This design comes from an exercise in tuning for small area, a short achievable clock period and few clock cycles per item on the open sky130 flow, not from production work.
Where RTL was checked, it was by simulation tests only, not by an equivalence proof against the original.

==> job 297: inputs <==
Design configurable_dnn_accelerator, start of the top module:
module configurable_dnn_accelerator (
    input clk,
    input rst_n,
    input start,
    input load_params,
    input [7:0] param_data,
    input [3:0] param_addr,       
    input param_valid,
    input [7:0] input_data_0,
    input [7:0] input_data_1,
    input [7:0] input_data_2,
    input [7:0] input_data_3,
    output [15:0] output_data_0,
    output [15:0] output_data_1,
    output reg done,
    output reg valid,
    output reg params_loaded
);
==> flow/config.mk <==
export PLATFORM = sky130hd
export DESIGN_NAME = configurable_dnn_accelerator
export DESIGN_NICKNAME = configurable_dnn_accelerator
export VERILOG_FILES = /design/flow/design.v
export SDC_FILE = /design/flow/constraint.sdc
export NUM_CORES = 4
export LEC_CHECK = 0
export ABC_CLOCK_PERIOD_IN_PS = 6000
export CAP_MARGIN = 20
export CORE_MARGIN = 2
export CORE_UTILIZATION = 40
export CTS_CLUSTER_DIAMETER = 50
export CTS_CLUSTER_SIZE = 20
export SETUP_SLACK_MARGIN = 1.0
export SLEW_MARGIN = 20
export SYNTH_HIERARCHICAL = 1
==> flow/constraint.sdc <==
create_clock -name core_clock -period 9.0 [get_ports {clk}]
set_input_delay 1.8000 -clock core_clock [delete_from_list [all_inputs] [get_ports {clk}]]
set_output_delay 1.8000 -clock core_clock [all_outputs]
set_load 0.01 [all_outputs]
standard.sh (not shown) runs the stock make flow with config.mk's settings and CLKGATE_MAP_FILE= SYNTH_SCRIPT=/design/flow/synth_recipe.tcl, a recipe that flattens the netlist after the stock synthesis.
==> flow/flow/run.sh <==
#!/bin/bash
# Layout: the standard flow (standard.sh, unchanged synthesis, floorplan,
# power grid, placement, CTS and routing), with one change: the port buffers
# that global placement inserts are sky130_fd_sc_hd__buf_4 cells.  Left to
# itself buffer_ports picks clkdlybuf4s50_1, a delay cell, and the timing
# repair (footprint-matched on sky130hd) cannot swap it for a faster buffer.
# Every input and output port still gets its buffer.
set -euo pipefail
export BUFFER_PORTS_ARGS="-buffer_cell sky130_fd_sc_hd__buf_4"
bash standard.sh > standard.log 2>&1
==> inputs of job 4636, as changes to job 297 <==
==> flow/run.sh (new file) <==
#!/bin/bash
# synth_recipe.tcl (not shown) runs the flow's synth.tcl, then flattens the netlist and writes it again
# the make line also repeats each setting of config.mk as NAME=value (left out here)
make -C /OpenROAD-flow-scripts/flow DESIGN_CONFIG=/design/flow/config.mk WORK_HOME=/design/flow/orfs CLKGATE_MAP_FILE= SYNTH_SCRIPT=/design/flow/synth_recipe.tcl finish
Settings changed: ABC_CLOCK_PERIOD_IN_PS 6000 to 5000, CTS_CLUSTER_DIAMETER 50 to default, CTS_CLUSTER_SIZE 20 to default, SETUP_SLACK_MARGIN 1.0 to 2.0.
removed: flow/flow/run.sh
removed: flow/standard.sh
==> run_results.csv <==
group,metric,value,unit
critical_path,cp_cell_sequence,"buf_6 > and2_4 > fa_2 > fa_2 > fa_1 > fa_1 > fa_2 > fa_1 > fa_1 > ha_4 > and3_4 > a21boi_4 > a2111oi_4 > o31ai_2 > a21oi_2 > xnor2_1 > buf_2",
final_layout,fin_nets,4640,
final_layout,nonClkBufAreaFrac,0.08774,
outcome,status,"finished clean",
final_layout,filler_cell_count,8553,
final_layout,final_cells,4681,
global_routing,grtUsageMet2,0.4121,
Source of the figures above: job 4636

==> run_results.csv <==
group,metric,value,unit
critical_path,cp_cell_sequence,"and2_4 > fa_2 > fa_1 > fa_1 > fa_2 > fa_2 > fa_1 > fa_1 > ha_4 > and3_4 > a21boi_4 > a2111oi_4 > buf_6 > o31ai_4 > a21oi_2 > xnor2_1 > buf_4",
final_layout,seqCellArea,0.007677,sq mm
global_routing,grtUsageMet2,0.3922,
final_layout,nonClkBufAreaFrac,0.03888,
final_layout,final_area,0.04267,sq mm
route,drc,0,
outcome,status,"finished clean",
synth,ys_async_sr_fraction,0.03113,
Source of the figures above: job 297

Testbench counts of job 297, summed over its fixed seeds: cycles 1,016, inferences 512.
Testbench counts of job 4636, summed over its fixed seeds: cycles 1,016, inferences 512.

==> inputs of pepper <==
Another version of the RTL of configurable_dnn_accelerator (not shown whole).
export LEC_CHECK = 0
export ABC_CLOCK_PERIOD_IN_PS = 1500
export CAP_MARGIN = 20
export CORE_MARGIN = 2
export CORE_UTILIZATION = 40
export SETUP_SLACK_MARGIN = 1.5
export SLEW_MARGIN = 20
export SYNTH_HIERARCHICAL = 1
create_clock -name core_clock -period 9.0 [get_ports {clk}]
==> flow/flow/run.sh <==
#!/bin/bash
# Layout: the standard flow (standard.sh, unchanged synthesis, floorplan,
# power grid, placement, CTS and routing), with one change: the port buffers
# that global placement inserts are sky130_fd_sc_hd__buf_4 cells.  Left to
# itself buffer_ports picks clkdlybuf4s50_1, a delay cell, and the timing
# repair (footprint-matched on sky130hd) cannot swap it for a faster buffer.
# Every input and output port still gets its buffer.
set -euo pipefail
export BUFFER_PORTS_ARGS="-buffer_cell sky130_fd_sc_hd__buf_4"
bash standard.sh > standard.log 2>&1
==> inputs of garnet, as changes to pepper <==
ABC_CLOCK_PERIOD_IN_PS = 6000   (was 1500)
SETUP_SLACK_MARGIN = 1.0   (was 1.5)
==> qor summary <==
| metric | pepper | garnet |
|---|---|---|
| Finished Core Util | 45.15% | 44.19% |
| Number of cells in the design after placement | 4464 | 4487 |
| Routed length per instance | 25.07 microns | 24.97 microns |
| Detailed Route Iter0 Violations | 2544 | 2641 |
| Crit path setup slack, layout | 1.210 ns | 1.045 ns |
| Met2 track demand over resource | 37.25% | 37.16% |
| Result of the run | timing/DRC/antenna clean | timing/DRC/antenna clean |
| Wire length of the first global-routing pass | 180.8 mm | 179.9 mm |
| Max frequency | 128.4 MHz | 125.7 MHz |
| Final clock period utilization by the worst path | 86.55% | 88.39% |
| Non-clock buffer total of the final layout | 236 | 218 |
| Area growth syn-to-layout | 11.53% | 9.173% |
| Placed wire-length estimate after detailed placement | 87.24 mm | 89.49 mm |
No run of this note included a check of the RTL's function; only the layout flow was run.

==> job 8415 <==
RTL: one of the versions met above, not the one the previous note started from.
clock: 9.0 ns
lec_check: 0
abc_clock_period_in_ps: 6000
cap_margin: 20
core_margin: 2
core_utilization: 40
setup_slack_margin: 0.5
slew_margin: 20
synth_hierarchical: 1
Scripts as last shown in full above: flow/flow/run.sh
==> job 7287: changes against job 8415 <==
--- a/flow/config.mk
+++ b/flow/config.mk
@@ -11,3 +11,3 @@
 export CORE_UTILIZATION = 40
-export SETUP_SLACK_MARGIN = 0.5
+export SETUP_SLACK_MARGIN = 1.0
 export SLEW_MARGIN = 20
==> job 5007: changes against job 8415 <==
==> flow/flow/run.sh (replaced) <==
#!/bin/bash
# Layout: the standard flow (standard.sh, unchanged synthesis, floorplan,
# power grid, placement, CTS and routing), with one change: the port buffers
# that global placement inserts are sky130_fd_sc_hd__buf_2 cells.  Left to
# itself buffer_ports picks clkdlybuf4s50_1, a delay cell, and the timing
# repair (footprint-matched on sky130hd) cannot swap it for a faster buffer.
# Every input and output port still gets its buffer.
set -euo pipefail
export BUFFER_PORTS_ARGS="-buffer_cell sky130_fd_sc_hd__buf_2"
bash standard.sh > standard.log 2>&1
--- a/flow/config.mk
+++ b/flow/config.mk
@@ -11,3 +11,3 @@
 export CORE_UTILIZATION = 40
-export SETUP_SLACK_MARGIN = 0.5
+export SETUP_SLACK_MARGIN = 1.0
 export SLEW_MARGIN = 20
==> summary of the runs <==
- Against job 8415, the final cell count of job 7287 is larger by about 1.4%.
- In count of clock-buffer cells in the layout, job 5007 and job 7287 do not differ.
- Of job 8415 and job 7287, job 7287 has the higher via count (gap 1.6%, measured against job 7287).
- In sequential cell count, job 7287 and job 8415 do not differ.
- Cell area: job 5007 is larger than job 8415 (about 2.6%).
- Area after synthesis is the same in job 5007 and job 8415.
- In job 8415 the clock skew is lower than in job 5007, by 0.0056 ns.
- Between job 5007 and job 8415, the lower register-to-register slack is in job 8415 (gap 0.03 ns).
- First-iteration DRC count, highest first: job 8415, job 5007, job 7287.
Testbench counts of job 8415, summed over its fixed seeds: cycles 1,016, inferences 512.
Testbench counts of job 7287, summed over its fixed seeds: cycles 1,016, inferences 512.
Testbench counts of job 5007, summed over its fixed seeds: cycles 1,016, inferences 512.

==> v34: inputs <==
Another version of the RTL of configurable_dnn_accelerator (not shown whole).
export LEC_CHECK = 0
export ABC_CLOCK_PERIOD_IN_PS = 6000
export CAP_MARGIN = 0
export CORE_MARGIN = 2
export CORE_UTILIZATION = 40
export SETUP_SLACK_MARGIN = 1.0
export SLEW_MARGIN = 0
export SYNTH_HIERARCHICAL = 1
create_clock -name core_clock -period 9.0 [get_ports {clk}]
==> flow/flow/run.sh <==
#!/bin/bash
# Layout: the standard flow (standard.sh, unchanged synthesis, floorplan,
# power grid, placement, CTS and routing), with one change: the port buffers
# that global placement inserts are sky130_fd_sc_hd__buf_4 cells.  Left to
# itself buffer_ports picks clkdlybuf4s50_1, a delay cell, and the timing
# repair (footprint-matched on sky130hd) cannot swap it for a faster buffer.
# Every input and output port still gets its buffer.
set -euo pipefail
export BUFFER_PORTS_ARGS="-buffer_cell sky130_fd_sc_hd__buf_4"
bash standard.sh > standard.log 2>&1
==> inputs of v14, as changes to v34 <==
--- a/flow/design.v
+++ b/flow/design.v
@@ -13,16 +13,33 @@
     input  a,
     input  b,
     output s,
     output co
 );
     assign s  = a ^ b;
     assign co = a & b;
 endmodule
+module dnn_bpp (
+    input  a,
+    input  b,
+    input  one,
+    input  two,
+    input  neg,
+    output y
+);
+    assign y = ~(((a & one) | (b & two)) ^ neg);
+endmodule
+module dnn_addn (
+    input  [15:0] a,
+    input  [15:0] b,
+    output [15:0] y
+);
+    assign y = ~(a + b);
+endmodule
 module configurable_dnn_accelerator (
     input clk,
     input rst_n,
     input start,
     input load_params,
     input [7:0] param_data,
     input [3:0] param_addr,       
     input param_valid,
@@ -1978,17 +1995,18 @@
     wire out0_s1841, out0_c1842;
     dnn_fa uout0_s1841 (.a(out0_c1778), .b(out0_s1813), .c(out0_c1812), .s(out0_s1841), .co(out0_c1842));
     wire out0_s1843, out0_c1844;
     dnn_fa uout0_s1843 (.a(out0_c1782), .b(out0_s1815), .c(out0_c1814), .s(out0_s1843), .co(out0_c1844));
     wire out0_s1845, out0_c1846;
     dnn_fa uout0_s1845 (.a(out0_s1817), .b(out0_c1786), .c(out0_c1816), .s(out0_s1845), .co());
     wire [15:0] out0_ra = {out0_s1845, out0_s1843, out0_s1841, out0_s1839, out0_c1836, out0_c1834, out0_c1832, out0_c1830, out0_c1828, out0_c1826, out0_c1824, out0_c1822, out0_c1820, out0_s1819, out0_c1788, ~(h2[0] & w2_2[0])};
     wire [15:0] out0_rb = {out0_c1844, out0_c1842, out0_c1840, out0_c1838, out0_s1837, out0_s1835, out0_s1833, out0_s1831, out0_s1829, out0_s1827, out0_s1825, out0_s1823, out0_s1821, 1'b1, out0_s1789, out0_s1787};
-    wire [15:0] out0 = ~(out0_ra + out0_rb);
+    wire [15:0] out0;
+    dnn_addn uout0_add (.a(out0_ra), .b(out0_rb), .y(out0));
     wire out1_s1847, out1_c1848;
     dnn_fa uout1_s1847 (.a(b2n_1[6]), .b(~(h0[6] & w2_3[0])), .c(~(h0[5] & w2_3[1])), .s(out1_s1847), .co(out1_c1848));
     wire out1_s1849, out1_c1850;
     dnn_fa uout1_s1849 (.a(~(h0[4] & w2_3[2])), .b(~(h0[3] & w2_3[3])), .c(~(h0[2] & w2_3[4])), .s(out1_s1849), .co(out1_c1850));
     wire out1_s1851, out1_c1852;
     dnn_fa uout1_s1851 (.a(b2n_1[7]), .b(~(h0[7] & w2_3[0])), .c(~(h0[6] & w2_3[1])), .s(out1_s1851), .co(out1_c1852));
     wire out1_s1853, out1_c1854;
     dnn_fa uout1_s1853 (.a(~(h0[5] & w2_3[2])), .b(~(h0[4] & w2_3[3])), .c(~(h0[3] & w2_3[4])), .s(out1_s1853), .co(out1_c1854));
@@ -2345,12 +2363,13 @@
     wire out1_s2205, out1_c2206;
     dnn_fa uout1_s2205 (.a(out1_c2142), .b(out1_s2177), .c(out1_c2176), .s(out1_s2205), .co(out1_c2206));
     wire out1_s2207, out1_c2208;
     dnn_fa uout1_s2207 (.a(out1_c2146), .b(out1_s2179), .c(out1_c2178), .s(out1_s2207), .co(out1_c2208));
     wire out1_s2209, out1_c2210;
     dnn_fa uout1_s2209 (.a(out1_s2181), .b(out1_c2150), .c(out1_c2180), .s(out1_s2209), .co());
     wire [15:0] out1_ra = {out1_s2209, out1_s2207, out1_s2205, out1_s2203, out1_c2200, out1_c2198, out1_c2196, out1_c2194, out1_c2192, out1_c2190, out1_c2188, out1_c2186, out1_c2184, out1_s2183, out1_c2152, ~(h2[0] & w2_5[0])};
     wire [15:0] out1_rb = {out1_c2208, out1_c2206, out1_c2204, out1_c2202, out1_s2201, out1_s2199, out1_s2197, out1_s2195, out1_s2193, out1_s2191, out1_s2189, out1_s2187, out1_s2185, 1'b1, out1_s2153, out1_s2151};
-    wire [15:0] out1 = ~(out1_ra + out1_rb);
+    wire [15:0] out1;
+    dnn_addn uout1_add (.a(out1_ra), .b(out1_rb), .y(out1));
     assign output_data_0 = out0;
     assign output_data_1 = out1;
 endmodule
==> notes <==
- v34 finished with timing, DRC and antenna clean. v14 completed with no timing, DRC or antenna violations.
- In v14 the worst hold slack is higher than in v34, by 0.0051 ns.
- Of v34 and v14, v14 has the higher routed wire length (gap about 4%, measured against v14).
- Maximum frequency: v14 is higher than v34 (about 2.3%).
Function was not checked in any run of this note: the RTL went through the layout flow alone.

==> tundra <==
RTL: one of the versions met above, not the one the previous note started from.
make LEC_CHECK=0 CAP_MARGIN=20 CORE_MARGIN=2 CORE_UTILIZATION=40 SLEW_MARGIN=20 SYNTH_HIERARCHICAL=1 finish   # period 9.0 ns
run.sh (not shown) runs the stock make flow with config.mk's settings and CLKGATE_MAP_FILE= SYNTH_SCRIPT=/design/flow/synth_recipe.tcl, a recipe that flattens the netlist after the stock synthesis.
Stock flow here: none of the scripts above is used.
==> yarrow: changes against tundra <==
- ABC_CLOCK_PERIOD_IN_PS: default -> 6000
- SETUP_SLACK_MARGIN: default -> 1.0
==> juniper: changes against tundra <==
==> flow/flow/run.sh (new file) <==
#!/bin/bash
# Layout: the standard flow (standard.sh, unchanged synthesis, floorplan,
# power grid, placement, CTS and routing), with one change: the port buffers
# that global placement inserts are sky130_fd_sc_hd__buf_4 cells.  Left to
# itself buffer_ports picks clkdlybuf4s50_1, a delay cell, and the timing
# repair (footprint-matched on sky130hd) cannot swap it for a faster buffer.
# Every input and output port still gets its buffer.
set -euo pipefail
export BUFFER_PORTS_ARGS="-buffer_cell sky130_fd_sc_hd__buf_4"
bash standard.sh > standard.log 2>&1
==> flow/standard.sh (new file) <==
#!/bin/bash
# synth_recipe.tcl (not shown) runs the flow's synth.tcl, then flattens the netlist and writes it again
# the make line also repeats each setting of config.mk as NAME=value (left out here)
make -C /OpenROAD-flow-scripts/flow DESIGN_CONFIG=/design/flow/config.mk WORK_HOME=/design/flow/orfs CLKGATE_MAP_FILE= SYNTH_SCRIPT=/design/flow/synth_recipe.tcl "${@:-finish}"
- ABC_CLOCK_PERIOD_IN_PS: default -> 6000
- CTS_CLUSTER_DIAMETER: default -> 80
- CTS_CLUSTER_SIZE: default -> 30
- SETUP_SLACK_MARGIN: default -> 1.0
removed: flow/run.sh
==> notes <==
The lowest worst hold slack belongs to tundra, the highest to juniper. Sequential share of layout area, lowest first: yarrow, tundra, juniper. Of yarrow and juniper, yarrow has the higher wire length (gap about 1.4%, measured against juniper). The lowest clock skew belongs to yarrow, the highest to tundra. The highest fmax belongs to juniper, the lowest to tundra.
==> figures <==
| quantity | juniper | tundra | yarrow |
|---|---|---|---|
| Clock buffer cells | 19 | 32 | 32 |
| Run status | timing/DRC/antenna clean | timing/DRC/antenna clean | timing/DRC/antenna clean |
| Minimum clock period after layout | 7.937 ns | 8.716 ns | 8.154 ns |
| Post-place setup slack | 1.034 ns | 0.5251 ns | 0.5251 ns |
| Via count | 25,050 | 25,200 | 25,330 |
| GP Congestion | 0.9235 | 0.9440 | 0.9440 |
| Share of the cycle needed by the critical path after routing | 0.8819 | 0.9684 | 0.9060 |
| Number of antenna violations at the first check in global routing | 1 | 0 | 0 |
| Terminus of the critical flop-to-flop path | h1[3] | h1[3] | h1[7] |
| Final HPWL DP | 85,930 µm | 89,710 µm | 89,710 µm |
| Multi-input gate share of the layout cell area | 0.7237 | 0.7101 | 0.7066 |
| Number of setup buffers added after CTS | 38 | 5 | 39 |
| Sequential fraction of total cell area | 0.1825 | 0.1808 | 0.1782 |
| Worst reg-to-reg path cell count | 14 | 15 | 15 |
Testbench counts of tundra, summed over its fixed seeds: cycles 1,016, inferences 512.
Testbench counts of yarrow, summed over its fixed seeds: cycles 1,016, inferences 512.
Testbench counts of juniper, summed over its fixed seeds: cycles 1,016, inferences 512.

==> port drivers added, routing unchanged <==
The flow's constraints put no driver on any port. The routed layouts listed below were extracted and timed again, unchanged, in two steps.
Step 1 (the two cells are an assumption about what drives the block):
set clk [get_ports {clk}]
set_driving_cell -lib_cell sky130_fd_sc_hd__clkbuf_16 $clk
set_driving_cell -lib_cell sky130_fd_sc_hd__buf_2 [delete_from_list [all_inputs] $clk]
Step 2 times the ports against the registers' clock, not the clock port: input delays grow and output delays shrink by t, the midpoint of the rising clock arrivals with the driver on.
a / b / c = ideal ports / drivers / drivers and shift; a / b = the first two.
run | t, ns | slack for setup (ns) | clock arrival spread, ns | cell pins on the clock port's net
job 297 | 0.704 | 1.032 / 0.967 / 1.015 | 0.033 / 0.033 | 1
job 4636 | 0.694 | 0.955 / 0.889 / 1.355 | 0.015 / 0.014 | 1
pepper | 0.629 | 1.210 / 1.147 / 1.016 | 0.039 / 0.039 | 1
garnet | 0.627 | 1.045 / 0.982 / 0.694 | 0.031 / 0.032 | 1
job 8415 | 0.681 | 0.666 / 0.602 / 1.006 | 0.040 / 0.040 | 1
job 7287 | 0.687 | 1.051 / 0.983 / 1.009 | 0.042 / 0.042 | 1
job 5007 | 0.667 | 1.009 / 0.943 / 0.830 | 0.044 / 0.045 | 1
v34 | 0.686 | 0.909 / 0.840 / 0.595 | 0.058 / 0.058 | 1
v14 | 0.625 | 1.090 / 1.026 / 0.800 | 0.026 / 0.026 | 1
tundra | 0.671 | 0.284 / 0.222 / 0.431 | 0.054 / 0.054 | 1
yarrow | 0.665 | 0.846 / 0.784 / 0.597 | 0.043 / 0.043 | 1
juniper | 0.633 | 1.063 / 0.995 / 1.076 | 0.036 / 0.036 | 1
After both steps every run listed still meets setup and hold. For garnet, which loses most, drivers alone change the setup slack by -0.063 ns; drivers and shift together by -0.351 ns.
